Source: an optimization exercise on an open RTL-to-GDS flow (aim: small area, a short achievable clock period and few clock cycles). Production flows keep margins and buffers that such runs may drop. RTL that was checked went through simulation tests only; none was proved equivalent to the original. The RTL of run 2 was laid out without a check of its function.

<file path="design/flow/run.sh">
#!/bin/bash
# synth_recipe.tcl (not shown) runs the flow's synth.tcl, then flattens the netlist and writes it again
# the make line also repeats each setting of config.mk as NAME=value (left out here)
make -C /OpenROAD-flow-scripts/flow DESIGN_CONFIG=/design/flow/config.mk WORK_HOME=/design/flow/orfs CLKGATE_MAP_FILE= SYNTH_SCRIPT=/design/flow/synth_recipe.tcl finish
</file>
<file path="design/flow/config.mk">
export PLATFORM = sky130hd
export DESIGN_NAME = geofence
export DESIGN_NICKNAME = geofence
export VERILOG_FILES = /design/flow/design.v
export SDC_FILE = /design/flow/constraint.sdc
export NUM_CORES = 4
export LEC_CHECK = 0
export CAP_MARGIN = 20
export CORE_MARGIN = 2
export CORE_UTILIZATION = 40
export SLEW_MARGIN = 20
</file>
<file path="design/flow/constraint.sdc">
create_clock -name core_clock -period 13.0 [get_ports {clk}]
set_input_delay 2.6000 -clock core_clock [delete_from_list [all_inputs] [get_ports {clk}]]
set_output_delay 2.6000 -clock core_clock [all_outputs]
set_load 0.01 [all_outputs]
</file>
<file path="design/flow/design.v">
`timescale 1ns/10ps
module geofence (clk, reset, X, Y, valid, is_inside);
input clk;
input reset;
input [9:0] X;
input [9:0] Y;
output reg valid;
output reg is_inside;
parameter INIT=3'd0, IN_DATA=3'd1, FIND_LEFT_POINT=3'd2, SLOPE_SORT=3'd3
          ,CROSS_PRODUCT=3'd4,CROSS_PRODUCT1=3'd5,FINAL=3'd6;
reg [3:0] state, next_state;
reg [19:0] data_y_x[0:7];
reg signed [21:0] multiply_result1,multiply_result2,
                  cross_pro_result1,cross_pro_result2,cross_pro_result3,cross_pro_result4;
reg [2:0] i, j, k,h;
reg [3:0] f;
mul_shift_add slope1(
    .a(data_y_x[i][19:10]), 
    .b(data_y_x[1][19:10]),
    .c(data_y_x[i+1][9:0]),
    .d(data_y_x[1][9:0]),
    .result(multiply_result1)
);
mul_shift_add slope2(
    .a(data_y_x[i+1][19:10]),
    .b(data_y_x[1][19:10]),
    .c(data_y_x[i][9:0]),
    .d(data_y_x[1][9:0]),
    .result(multiply_result2)
);
mul_shift_add cross_pro1(
    .a(data_y_x[j][9:0]),
    .b(data_y_x[0][9:0]),
    .c(data_y_x[j+1][19:10]),
    .d(data_y_x[0][19:10]),
    .result(cross_pro_result1)
);
mul_shift_add cross_pro2(
    .a(data_y_x[j][19:10]),
    .b(data_y_x[0][19:10]),
    .c(data_y_x[j+1][9:0]),
    .d(data_y_x[0][9:0]),
    .result(cross_pro_result2)
);
mul_shift_add cross_pro3(
    .a(data_y_x[1][19:10]),
    .b(data_y_x[0][19:10]),
    .c(data_y_x[7][9:0]),
    .d(data_y_x[0][9:0]),
    .result(cross_pro_result3)
);
mul_shift_add cross_pro4(
    .a(data_y_x[7][19:10]),
    .b(data_y_x[0][19:10]),
    .c(data_y_x[1][9:0]),
    .d(data_y_x[0][9:0]),
    .result(cross_pro_result4)
);
always @(posedge clk or posedge reset ) begin
  if(reset) state<=IN_DATA;
  else state<=next_state;
end
always @(*) begin
    case (state)
        INIT: next_state<=IN_DATA;
        IN_DATA: next_state<=(i>6)?FIND_LEFT_POINT:IN_DATA;
        FIND_LEFT_POINT:next_state<=(j>4)?SLOPE_SORT:FIND_LEFT_POINT;
        SLOPE_SORT:next_state<=(k>3)?CROSS_PRODUCT:SLOPE_SORT;
        CROSS_PRODUCT:next_state<=(j>5)?CROSS_PRODUCT1:CROSS_PRODUCT;
        CROSS_PRODUCT1:next_state<=FINAL;
        FINAL:next_state<=INIT;
        default: next_state<=INIT;
    endcase
end
always @(posedge clk or posedge reset) begin
    if (reset) begin
        i<=0;
        j<=0;
        k<=0;
        h<=0;
        valid<=0;
    end
    else begin
       case (state)
       INIT: begin
            i<=0;
            j<=0;
            k<=0;
            h<=0;
            valid<=0;          
        end
        IN_DATA: begin
            data_y_x[i][9:0]<=X;
            data_y_x[i][19:10]<=Y;
            i<=i+1;
        end
        FIND_LEFT_POINT: begin
            i<=2;
            data_y_x[1]<=(data_y_x[1][9:0]<data_y_x[j+2][9:0])?data_y_x[1]:data_y_x[j+2];
            data_y_x[j+2]<=(data_y_x[1][9:0]<data_y_x[j+2][9:0])?data_y_x[j+2]:data_y_x[1];
            j<=j+1;
        end
        SLOPE_SORT:begin
            j<=1;   
            data_y_x[i]<=(multiply_result1>multiply_result2)?data_y_x[i]:data_y_x[i+1];
            data_y_x[i+1]<=(multiply_result1>multiply_result2)?data_y_x[i+1]:data_y_x[i];
            k<=(i>5)?k+1:k;
            i<=(i>5)?2:i+1;
        end
        CROSS_PRODUCT:begin
            k<=0;
            h<=(cross_pro_result1<cross_pro_result2)?h+1:h;
            j<=j+1;
        end
        CROSS_PRODUCT1:begin
            h<=(cross_pro_result3<cross_pro_result4)?h+1:h;
        end
        FINAL:begin
            is_inside<=(h>6||h==0)?1:0;
            valid<=1;
        end
        default: begin
            i<=0;
            j<=0;
            k<=0;
            valid<=0;
            is_inside<=0;
        end   
    endcase
    end
end
endmodule
module mul_shift_add(
    input  [9:0] a,
    input  [9:0] b,
    input  [9:0] c,
    input  [9:0] d,
    output reg signed [21:0] result
);
    reg signed [10:0] a_b,c_d,a_abs, b_abs;
    reg  [21:0] accumulate1;
    always @(*) begin
            a_b=a-b;
            c_d=c-d;
            a_abs=(a_b < 0)?-a_b:a_b;
            b_abs=(c_d < 0)?-c_d:c_d;
            accumulate1= ((b_abs[0])?a_abs:0)+((b_abs[1])?a_abs<<1:0)+((b_abs[2])?a_abs<<2:0)+((b_abs[3])?a_abs<<3:0)+
                       ((b_abs[4])?a_abs<<4:0)+((b_abs[5])?a_abs<<5:0)+((b_abs[6])?a_abs<<6:0)+((b_abs[7])?a_abs<<7:0)+
                       ((b_abs[8])?a_abs<<8:0)+((b_abs[9])?a_abs<<9:0);
            result=((a_b < 0) ^ (c_d < 0))?-accumulate1:accumulate1;
    end
endmodule
</file>
==> summary.md, run 1 <==
| Metric | Value |
|---|---|
| Worst Setup Start Kind | `flip-flop` |
| Element type at the critical path end | `flip-flop` |
| Commonest non-fill, non-tap cell in the layout | `inv_1` |
| Slew Limit Fails | `0` |
| Min cycle time layout | `12.42 ns` |
| Commonest cells after routing, fill and taps aside | `inv_1, fa_1, nor2_1` |
| Final ANT Viol Nets | `0` |
| Number of cells on the worst reg-to-reg path | `47` |
| Hold wc startpoint | `k[2]$_DFFE_PP0P_` |
| Worst hold stages | `2` |
| Met2 WL post-DR | `just over 70000 um` |
| Synth area leaders | `fa_1, ha_1, edfxtp_1, inv_1, nor2_1` |
| Crit Path Class | `flip-flop to flip-flop` |
| Synth warn | `4` |
| Synth cell types | `~100` |
| Register bit total from synthesis | `between 150 and 200` |
| Post-DP HPWL | `between 100000 and 150000 um` |
| WP data arrival | `approximately 13 ns` |
| DR vias | `roughly 44000` |
| Diode count | `0` |
| Worst slew pin tran | `between 1 and 1.5 ns` |
| EDFF count, synth | `about 160` |
| Pre-antenna DRT Iters | `14` |
| Syn Area/Cell | `between 8 and 9 um2` |
| Multi-input logic area | `around 0.04 mm2` |
| Max-cap violations | `0` |
| WL met3 | `~15000 um` |
| Chip Width | `354 um` |
| Sequential cell area fraction in the yosys report | `0.107` |
| Core Rows | `roughly 130` |
| Clk sinks | `about 180` |
| Area of the core | `approximately 0.12 mm2` |
| Routability cong. | `around 0.96` |
| First-pass GRT wire length | `roughly 260000 um` |
| Port Buf Inserts | `23` |
| Area leader, netlist | `fa_1` |
| CTS tree | `built` |
| Final Hold Viols | `0` |
| Crit path max fanout | `28` |
| Synth Flop Type | `edfxtp_1` |
| Clock skew | `approximately 0.018 ns` |
| Layout area overhead | `8.62%` |
| Hold buffer count at cts | `0` |
| DR iter-0 viols | `roughly 5000` |
| Setup WS post-layout | `slightly below 0.6 ns` |
| Syn nets | `6870` |
| Dpl ws | `-0.0361 ns` |
| DR top layer | `met5` |
| Fillers | `roughly 12000` |
| CTS buffer count | `17` |
| Vias in the first global route | `approximately 43000` |
| Post-DR wirelength/cell | `roughly 22 um` |
| Slowest CP cell | `or4b_2` |
| Worst skew pair latency | `between 0.5 and 0.6 ns` |
| Most common cell on crit path | `fa_1` |
| Starting Density | `0.402` |
| Root buffer cell | `clkbuf_16` |
| Drt total wl | `about 160000 um` |
| Share of layout cells above drive strength 1 | `0.0811` |
| Top-area cell type share of the netlist area | `0.263` |
| FF/Latch Area | `approximately 0.0052 mm2` |
| Chip height | `roughly 350 um` |
| Worst R2R Start | `i[0]$_DFFE_PP0N_` |
| FMAX | `approximately 0.081 GHz` |
| Via-per-instance ratio | `between 5 and 6` |
| Tightest Hold Check Type | `flip-flop to flip-flop` |
| Max Root-Sink Buffers | `2` |
| Hold Path Sink | `k[2]$_DFFE_PP0P_` |
| Post-route clock period utilization | `0.955` |
| Global route overflow | `0` |
| DRC Markers | `0` |
| FF-to-FF End | `data_y_x[1][14]$_DFFE_PP_` |
| Post-layout nets | `between 6000 and 7000` |
| Register-to-register setup slack | `around 0.58 ns` |
| Final setup violating endpoints | `0` |
| Total die area | `between 0.1 and 0.15 mm2` |
| Worst-path clk slew | `0.08 ns` |
| Share of flip-flops with an asynchronous set or reset | `0.0904` |
| CP required | `~13 ns` |
| Gate Count Post-Synth | `a little under 6000` |
| CP max stage delay | `0.63 ns` |
| Metal-1 WL | `~70000 um` |
| Largest net degree at the start of global routing | `slightly below 90` |
| Slew headroom | `0.197` |
| Outcome | `complete, no violations` |
| Initial antenna violation count | `6` |
| # IOs | `24` |
| Mapped Area | `just under 0.05 mm2` |
| CTS H-tree lvls | `4` |
| Total Routing Usage GR | `0.261` |
-- synth_stat cells, drive strengths merged (36+ instances only) --
cell,instances
o21ai,231
nand2b,111
xor2,175
mux2,58
xnor2,271
o21a,50
o31ai,46
ha,419
a22oi,65
and2,63
nor2,641
a222oi,106
nand2,619
nor2b,76
clkbuf,227
inv,661
fa,642
a21o,90
mux2i,55
or2,36
nand3,54
edfxtp,161
o211ai,135
nor3,78
a21oi,263
buf,37
-- worst max-delay path, delay by kind of cell (launching register included) --
kind	cells	cell delay (ns)
AO/OA/AOI/OAI	12	2.37
XOR/XNOR	5	1.32
adder cells (fa/ha/maj)	9	4.06
buffers and inverters	8	1.38
flip-flops	1	0.43
multiplexers	2	0.47
AND/OR/NAND/NOR	11	2.07
-- sequential cells by signal (all words and copies together), names as in the netlist --
| register | count |
|---|---|
| j | 3 |
| data_y_x | 160 |
| is_inside | 1 |
| state | 3 |
| valid | 1 |
| h | 3 |
| k | 3 |
| i | 3 |
-- metal layers --
metal | global-route usage | up-vias
met2 | 0.410 | 1972
met4 | 0.0991 | 8
li1 | - | 19800
met1 | 0.357 | 21300
met3 | 0.0471 | 417
met5 | 0 | -
-- worst max-delay path by stage --
stage	start	endpoint	slack (ns)	cells past startpoint
5_1_grt	i[1]$_DFFE_PP0N_	data_y_x[5][7]$_DFFE_PP_	-0.04	49
6_report	i[0]$_DFFE_PP0N_	data_y_x[1][14]$_DFFE_PP_	0.58	47
3_3_place_gp	i[0]$_DFFE_PP0N_	data_y_x[6][11]$_DFFE_PP_	0.05	44
3_5_place_dp	i[0]$_DFFE_PP0N_	data_y_x[6][11]$_DFFE_PP_	-0.04	44
4_1_cts	i[0]$_DFFE_PP0N_	data_y_x[1][15]$_DFFE_PP_	0.0007	47
2_1_floorplan	i[2]$_DFFE_PP0N_	data_y_x[1][14]$_DFFE_PP_	0.02	51
-- stage by stage --
step / utilization / hold WS, ns / instance area (um2) / cells / TNS [ns]
after floorplan: - / 0.494 / 48900 / 5787 / 0
after global placement: 0.428 / 0.526 / 52000 / 7375 / 0
after detailed placement: 0.428 / 0.538 / 52000 / 7375 / -0.303
after CTS: 0.433 / 0.553 / 52600 / 7407 / 0
after global routing: 0.437 / 0.605 / 53100 / 7419 / -0.537
final: 0.437 / 0.546 / 53100 / 7419 / 0
-- cell type report --
| type | count | area share |
|---|---|---|
| well taps | 1625 | 0.0383 |
| inverters | 663 | 0.0469 |
| flip-flops and latches | 177 | 0.0986 |
| clock inverters | 15 | 0.00374 |
| repair buffers | 239 | 0.0364 |
| multi-input cells | 4683 | 0.768 |
| clock buffers | 17 | 0.00801 |
-- cells by family (layout without fill, tap and decap cells) --
logic type,count (synthesis),in the layout,share of synthesized area
compound gates,1256,1256,0.178
xor+xnor,453,453,0.0831
fa+ha+maj,1061,1061,0.370
buf+inv,927,934,0.0715
flops,177,177,0.107
mux,113,113,0.0246
simple gates,1800,1800,0.166
-- what timing repair did --
item                                    4_1_cts  5_1_grt
pin swaps                                     0        5
gates resized for setup                       2       71
endpoints found under the setup margin       17      163
endpoints found under the hold margin         0        0
setup buffers                                 0       12
Testbench counts, summed over its fixed seeds: cycles 56,320.
==> run 2, diff against run 1 <==
==> design/flow/design.v (replaced) <==
`timescale 1ns/10ps
module geofence (clk, reset, X, Y, valid, is_inside);
input clk;
input reset;
input [9:0] X;
input [9:0] Y;
output reg valid;
output reg is_inside;
localparam S0 = 3'd0, S1 = 3'd1, S2 = 3'd2, S3 = 3'd3, SF = 3'd4;
reg [3:0] cnt;           
reg [2:0] st;
reg [9:0] px, py;        
reg       wsx, wsy;      
reg [9:0] wmx, wmy;
reg       lsx, lsy, rsx, rsy;
reg [9:0] lmx, lmy, rmx, rmy;
wire       dsx = X < px;
wire       dsy = Y < py;
wire [9:0] dmx = dsx ? px - X : X - px;
wire [9:0] dmy = dsy ? py - Y : Y - py;
function automatic [1:0] cross_sign;    
    input       asx, asy; input [9:0] amx, amy;
    input       bsx, bsy; input [9:0] bmx, bmy;
    reg s1, s2;
    reg [19:0] m1, m2;
    reg [20:0] d;
    begin
        m1 = amx * bmy;
        m2 = amy * bmx;
        s1 = asx ^ bsy;
        s2 = asy ^ bsx;
        d  = {1'b0, m1} - {1'b0, m2};
        if (s1 != s2)
            cross_sign = (((amx == 0) || (bmy == 0)) && ((amy == 0) || (bmx == 0))) ? 2'b01 : {s1, 1'b0};
        else if (d == 0)
            cross_sign = 2'b01;
        else
            cross_sign = {s1 ^ d[20], 1'b0};
    end
endfunction
wire [1:0] ca = cross_sign(lsx, lsy, lmx, lmy, wsx, wsy, wmx, wmy);   
wire [1:0] cb = cross_sign(wsx, wsy, wmx, wmy, rsx, rsy, rmx, rmy);   
wire a_neg = ca[1], a_zero = ca[0], a_pos = !ca[1] && !ca[0];
wire b_neg = cb[1], b_zero = cb[0];
wire w_zero = (wmx == 0) && (wmy == 0);
wire opp = ((lmx != 0) && (lsx != wsx)) || ((lmy != 0) && (lsy != wsy));
reg [2:0] st_n;
reg       set_l, set_r, neg_l;
always @(*) begin
    st_n  = st;
    set_l = 1'b0;
    set_r = 1'b0;
    neg_l = 1'b0;
    if (!w_zero) begin
        case (st)
        S0: begin st_n = S1; set_l = 1'b1; set_r = 1'b1; end
        S1: begin
            if (a_neg && b_neg) st_n = SF;
            else if (a_neg) begin set_l = 1'b1; if (b_zero) st_n = S2; end
            else if (b_neg) begin set_r = 1'b1; if (a_zero) st_n = S2; end
            else if (a_zero && b_zero && opp) st_n = S3;
        end
        S2: if (a_neg) st_n = SF;
        S3: if (a_pos) st_n = S2;
            else if (a_neg) begin st_n = S2; neg_l = 1'b1; end
        default: st_n = SF;
        endcase
    end
end
wire proc = (cnt >= 4'd2) && (cnt <= 4'd8);
always @(posedge clk or posedge reset) begin
    if (reset) begin
        cnt <= 4'd0;
        st <= S0;
        valid <= 1'b0;
        is_inside <= 1'b0;
    end else begin
        cnt <= (cnt == 4'd9) ? 4'd0 : cnt + 4'd1;
        valid <= (cnt == 4'd8);
        if (cnt == 4'd8) is_inside <= (st_n == SF);
        if (proc) st <= st_n;
        else st <= S0;
    end
end
always @(posedge clk) begin
    if (cnt == 4'd0) begin
        px <= X;
        py <= Y;
    end
    if (cnt >= 4'd1 && cnt <= 4'd7) begin
        wsx <= dsx; wmx <= dmx;
        wsy <= dsy; wmy <= dmy;
    end
    if (proc && set_l) begin
        lsx <= wsx; lmx <= wmx;
        lsy <= wsy; lmy <= wmy;
    end else if (proc && neg_l) begin
        lsx <= !lsx;
        lsy <= !lsy;
    end
    if (proc && set_r) begin
        rsx <= wsx; rmx <= wmx;
        rsy <= wsy; rmy <= wmy;
    end
end
endmodule
==> run 2 against run 1 <==
Effect of this change:
- still clean on timing, DRC and antenna
- area after synthesis is 60% lower
- non-clock buffer count decreased by 210
- clock skew decreased by 0.0081 ns
- core utilization decreased by 1.1 points
- register-to-register slack gained 3.4 ns
- clock-buffer cell count down 8
- via count fell by 68%
- worst hold slack got worse by 0.013 ns
- sequential cell count fell by 82
==> summary.md, run 2 <==
| Metric | Value |
|---|---|
| Outcome | `complete, no violations` |
| Synth cell types | `between 70 and 80` |
| Sequential cell area fraction in the yosys report | `0.142` |
| Post-DR wirelength/cell | `between 15 and 20 um` |
| Synth area leaders | `fa_1, ha_1, edfxtp_1, inv_1, and2_1` |
| Routability cong. | `about 0.85` |
| Setup WS post-layout | `slightly below 4 ns` |
| Port Buf Inserts | `23` |
| Final Core Density | `0.426` |
| Min cycle time layout | `approximately 9 ns` |
| Most numerous cell in the Yosys netlist | `inv_1` |
| DR iter-0 viols | `around 730` |
| # IOs | `24` |
| Post-route clock period utilization | `0.696` |
| Diode count | `0` |
| Core Rows | `approximately 80` |
| Total Routing Usage GR | `0.185` |
| Final setup violating endpoints | `0` |
| Element type at the critical path end | `flip-flop` |
| Drt total wl | `44300 um` |
| Tightest Hold Check Type | `flip-flop to flip-flop` |
| Largest net degree at the start of global routing | `24` |
| Slew Limit Fails | `0` |
| Area leader, netlist | `fa_1` |
| Mapped Area | `just under 0.02 mm2` |
| Post-layout nets | `~2600` |
| CTS H-tree lvls | `3` |
| Register bit total from synthesis | `95` |
| Global route overflow | `0` |
| Postcts setup bufs | `0` |
| Starting Density | `0.405` |
| Worst Setup Start Kind | `flip-flop` |
| Hold buffer count at cts | `0` |
| Share of flip-flops with an asynchronous set or reset | `0.0947` |
| Vias in the first global route | `approximately 15000` |
| RSZ-0062 raised after global routing | `no` |
| WP data arrival | `9.01 ns` |
| CTS buffer count | `9` |
| Commonest cells after routing, fill and taps aside | `inv_1, fa_1, ha_1` |
| Final Hold Viols | `0` |
| Top-area cell type share of the netlist area | `0.332` |
| Max-cap violations | `0` |
| FMAX | `between 0.1 and 0.15 GHz` |
| Dpl ws | `3.97 ns` |
| Slew headroom | `0.255` |
| Max Root-Sink Buffers | `2` |
| Synth Flop Type | `edfxtp_1` |
| Syn Area/Cell | `around 9.4 um2` |
| Synth warn | `1` |
| Setup TNS | `0 ns` |
| Crit path max fanout | `23` |
| Crit Path Class | `flip-flop to flip-flop` |
| Final ANT Viol Nets | `0` |
| Syn nets | `between 2000 and 3000` |
| Worst slew pin tran | `around 1.1 ns` |
| Post-CTS sizing | `0` |
| Root buffer cell | `clkbuf_16` |
| DR vias | `14000` |
| Clock skew | `between 0.009 and 0.01 ns` |
| Area of the core | `~0.05 mm2` |
| Clk sinks | `between 90 and 100` |
| Chip Width | `approximately 230 um` |
| Post-synth top cells | `inv_1, fa_1, ha_1` |
| Pre-antenna DRT Iters | `5` |
| Share of layout cells above drive strength 1 | `0.0243` |
| CP required | `roughly 13 ns` |
| Post-DP HPWL | `around 36000 um` |
| Worst-path clk slew | `0.07 ns` |
| Total die area | `roughly 0.05 mm2` |
| CTS tree | `built` |
| DRC Markers | `0` |
| EDFF count, synth | `86` |
| Gate Count Post-Synth | `approximately 2100` |
| First-pass GRT wire length | `approximately 76000 um` |
| Via-per-instance ratio | `5.14` |
| Chip height | `~230 um` |
| Commonest non-fill, non-tap cell in the layout | `inv_1` |
| Layout area overhead | `5.21%` |
| Initial antenna violation count | `0` |
| Worst skew pair latency | `~0.35 ns` |
run 2: area by class of cell:
type | instances | area, um2
clock buffer | 9 | 225
clock inverter | 7 | 55.1
fill | 4872 | 28100
inverter | 435 | 1630
multi-input combinational | 1483 | 15000
sequential | 95 | 2810
tap | 664 | 831
timing repair buffer | 29 | 275
run 2: stage by stage:
step                      area, um2  cells  hold slack, ns
after floorplan               19800   2108           0.424
after global placement        20500   2706           0.523
after detailed placement      20500   2706           0.535
after CTS                     20800   2722           0.552
after global routing          20800   2722           0.575
final                         20800   2722           0.533
run 2: layer usage:
layer | vias to the layer above | part of all wire | global-route usage
li1 | 6551 | - | -
met1 | 7089 | 0.44 | 0.251
met2 | 318 | 0.51 | 0.330
met3 | 41 | 0.042 | 0.0118
met4 | 0 | 0.014 | 0.0314
met5 | - | 0 | 0
run 2: critical path, stage by stage, from the launching register on:
cell      delay [ns]
edfxtp_1        1.09
nand2_1         0.19
fa_1            0.55
fa_1            0.56
fa_1            0.43
fa_1            0.53
fa_1            0.44
fa_1            0.49
inv_1           0.05
fa_1            0.47
inv_1           0.04
ha_1            0.40
and4_1          0.27
nand2_1         0.06
o21ai_0         0.44
o22ai_1         0.16
or4_1           0.55
nor4_2          0.27
nand4b_1        0.31
o22a_2          0.36
nor2_1          0.12
nor2_1          0.06
nor2_2          0.78
run 2: kinds of logic (layout without fill, tap and decap cells):
logic type | count (synthesis) | in the layout | share of synthesized area
compound gates | 226 | 226 | 0.0775
xor+xnor | 38 | 38 | 0.0168
fa+ha+maj | 570 | 570 | 0.485
buf+inv | 530 | 480 | 0.102
flops | 95 | 95 | 0.142
mux | 29 | 29 | 0.0151
simple gates | 620 | 620 | 0.161
run 2: path summary, 6_finish.rpt:
path / startpoint / endpoint / slack (ns) / depth (start not counted)
min in group asynchronous: reset / st[2]$_DFF_PP0_ / 2.52 / 2
max reg2reg: wmx[4]$_DFFE_PP_ / rmy[6]$_DFFE_PP_ / 3.96 / 22
min reg2reg: is_inside$_DFFE_PP0P_ / is_inside$_DFFE_PP0P_ / 0.53 / 1
max in group asynchronous: reset / is_inside$_DFFE_PP0P_ / 10.23 / 2
max: wmx[4]$_DFFE_PP_ / rmy[6]$_DFFE_PP_ / 3.96 / 22
min: is_inside$_DFFE_PP0P_ / is_inside$_DFFE_PP0P_ / 0.53 / 1

what the ideal ports hide:
How much do the figures lean on ideal ports? The routed layouts below were timed once more, with nothing changed but the port constraints. Step 1 sets driving cells, clkbuf_16 on the clock port and buf_2 on the other inputs (assumed; they add their load-dependent delay and slew). Step 2 also shifts input and output timing later by t, the mid clock arrival at the registers, as if the neighbouring blocks saw the same clock. Slacks: no drivers / after step 1 / after step 2; pairs: no drivers / after step 1.
run | t, ns | setup slack, ns | latest minus earliest clock arrival (ns) | worst slew at a driven data input, ns | pins driven straight from the clock port
run 1 | 0.560 | 0.580 / 0.580 / 0.580 | 0.018 / 0.018 | 0.11 | 1
run 2 | 0.380 | 3.956 / 3.956 / 3.956 | 0.010 / 0.010 | 0.03 | 1
After both steps setup and hold are still met in every run listed.
